Source: an optimization exercise on an open RTL-to-GDS flow (aim: small area, a short achievable clock period and few clock cycles per item). Production flows keep margins and buffers that such runs may drop.
In this exercise RTL edits were held to simulation tests only and were not proved equivalent to the original.

JK:
// systolic_top
module systolic_top #(
    parameter DATA_W = 8,
    parameter ACC_W  = 32,
    parameter ROWS   = 4,
    parameter COLS   = 4,
    parameter K      = 4
)(
    input  wire clk,
    input  wire rst_n,
    input  wire start,
    output wire busy,
    output wire done,
    input  wire signed [ROWS*K*DATA_W-1:0] a_flat,
    input  wire signed [K*COLS*DATA_W-1:0] b_flat,
    output wire signed [ROWS*COLS*ACC_W-1:0] c_flat
);
Size in the first run: roughly 470 flip-flops, about 770 I/O pins, ~120,000 sq um of cells after synthesis.
clock: 10.0 ns
lec_check: 0
cap_margin: 20
core_margin: 2
core_utilization: 45
place_density: 0.6
setup_slack_margin: 4
slew_margin: 20
synth_hierarchical: 1
synth_minimum_keep_size: 0
standard.sh (not shown) runs the stock make flow with config.mk's settings and CLKGATE_MAP_FILE= SYNTH_SCRIPT=/design/flow/synth_recipe.tcl, a recipe that flattens the netlist after the stock synthesis.
==> flow/flow/run.sh <==
#!/bin/bash
# The standard layout, except that the port buffers are plain buffers
# (buf_2) instead of the default slow delay-cell buffers (clkdlybuf4s50_1),
# which the timing repair leaves in place.
set -euo pipefail
export BUFFER_PORTS_ARGS="-buffer_cell sky130_fd_sc_hd__buf_2"
bash standard.sh > standard_flow.log 2>&1
Testbench counts of JK, summed over its fixed seeds: cycles 392, items 384.
[inputs] MS vs JK
--- a/flow/design.v
+++ b/flow/design.v
@@ -447,28 +447,60 @@
     systolic_fa u_n280 (.a(n212), .b(n249), .c(n250), .s(n280), .co(n281));
     systolic_fa u_n282 (.a(n216), .b(n251), .c(n252), .s(n282), .co(n283));
     systolic_fa u_n284 (.a(n220), .b(n253), .c(n254), .s(n284), .co(n285));
     systolic_fa u_n286 (.a(n221), .b(n256), .c(n255), .s(n286), .co(n287));
     systolic_fa u_n288 (.a(n225), .b(n258), .c(n257), .s(n288), .co(n289));
     systolic_fa u_n290 (.a(~n227), .b(n229), .c(n259), .s(n290), .co(n291));
     assign n292 = {1'b0, n269, n267, n265, n263, n261, n260} + {1'b0, n270, n268, n266, n264, n262, n106};
     reg [28:0] q;
     always @(posedge clk) begin
         if (en)
             q <= {n227, n291, n290, n289, n288, n287, n286, n285, n284, n283, n282, n281, n280, n279, n278, n277, n276, n275, n274, n273, n292[6], n272, n271, n292[5], n292[4], n292[3], n292[2], n292[1], n292[0]};
     end
-    wire [11:0] x = {1'b1, q[27], q[25], q[23], q[21], q[19], q[17], q[15], q[13], q[11], q[9], q[6]};
-    wire [11:0] y = {1'b0, q[28], q[26], q[24], q[22], q[20], q[18], q[16], q[14], q[12], q[10], q[7]};
-    wire [11:0] hi = x + y + q[8];
-    wire [17:0] s = {hi, q[5], q[4], q[3], q[2], q[1], q[0]};
+    wire m0;
+    wire m1;
+    wire m2;
+    wire m3;
+    wire m4;
+    wire m5;
+    wire m6;
+    wire m7;
+    wire m8;
+    wire m9;
+    wire m10;
+    wire m11;
+    wire m12;
+    wire m13;
+    wire m14;
+    wire m15;
+    wire m16;
+    wire m17;
+    wire m18;
+    wire m19;
+    wire m20;
+    wire m21;
+    systolic_ha u_m0 (.a(q[6]), .b(q[7]), .s(m0), .co(m1));
+    systolic_ha u_m2 (.a(q[9]), .b(q[10]), .s(m2), .co(m3));
+    systolic_ha u_m4 (.a(q[11]), .b(q[12]), .s(m4), .co(m5));
+    systolic_ha u_m6 (.a(q[13]), .b(q[14]), .s(m6), .co(m7));
+    systolic_ha u_m8 (.a(q[15]), .b(q[16]), .s(m8), .co(m9));
+    systolic_ha u_m10 (.a(q[17]), .b(q[18]), .s(m10), .co(m11));
+    systolic_ha u_m12 (.a(q[19]), .b(q[20]), .s(m12), .co(m13));
+    systolic_ha u_m14 (.a(q[21]), .b(q[22]), .s(m14), .co(m15));
+    systolic_ha u_m16 (.a(q[23]), .b(q[24]), .s(m16), .co(m17));
+    systolic_ha u_m18 (.a(q[25]), .b(q[26]), .s(m18), .co(m19));
+    systolic_ha u_m20 (.a(q[27]), .b(q[28]), .s(m20), .co(m21));
+    wire [17:0] x = {m21, m19, m17, m15, m13, m11, m9, m7, m5, m3, m1, m0, q[5], q[4], q[3], q[2], q[1], q[0]};
+    wire [17:0] y = {1'b1, m20, m18, m16, m14, m12, m10, m8, m6, m4, m2, q[8], 1'b0, 1'b0, 1'b0, 1'b0, 1'b0, 1'b0};
+    wire [17:0] s = x + y;
     assign c = {{(ACC_W-18){s[17]}}, s};
 endmodule
 module systolic_fa (
     input  wire a,
     input  wire b,
     input  wire c,
     output wire s,
     output wire co
 );
     assign {co, s} = {1'b0, a} + {1'b0, b} + {1'b0, c};
 endmodule
 module systolic_ha (
### Flow results
- Re layout inverter count without the clock tree: MS is about 40% down on JK.
- From MS to JK, total of endpoints with negative setup slack in the final report did not move at all.
- The higher synthesized cell count came out of JK.
- Compared with JK, MS shows a higher proportion of cell area occupied by multi-input gates.
- Row via count: MS lower / JK higher
- Final instance count without filler cells was higher in JK than in MS.
- Going from JK to MS, synthesized area shrank slightly.
- Diff JK and MS: area inside the core boundary higher in JK
Testbench counts of MS, summed over its fixed seeds: cycles 392, items 384.

## afterwards: timing with drivers on the ports
The flow's constraints put no driver on any port. The routed layouts listed below were extracted and timed again, unchanged, in two steps.
Step 1, drivers: a clkbuf_16 drives clk and a buf_2 each remaining input, both assumed.
Step 2 adds t to the input delays and takes it off the output delays; t is the mean of the earliest and latest rising clock arrival at the registers after step 1. Input paths then give back, and output paths get back, about the clock's delay inside the block.
Slacks: no drivers / after step 1 / after step 2; pairs: no drivers / after step 1.
run | t, ns | slack for setup (ns) | hold slack, ns | worst data-port slew with drivers (ns) | pins driven straight from the clock port
JK | 0.835 | 3.923 / 3.931 / 3.096 | 1.056 / 0.982 / 1.817 | 0.22 | 1
MS | 0.865 | 3.932 / 3.935 / 3.124 | 1.016 / 0.934 / 1.799 | 0.18 | 1
After both steps setup and hold are still met in every run listed. For JK, which loses most, drivers alone change the setup slack by +0.008 ns; drivers and shift together by -0.827 ns.
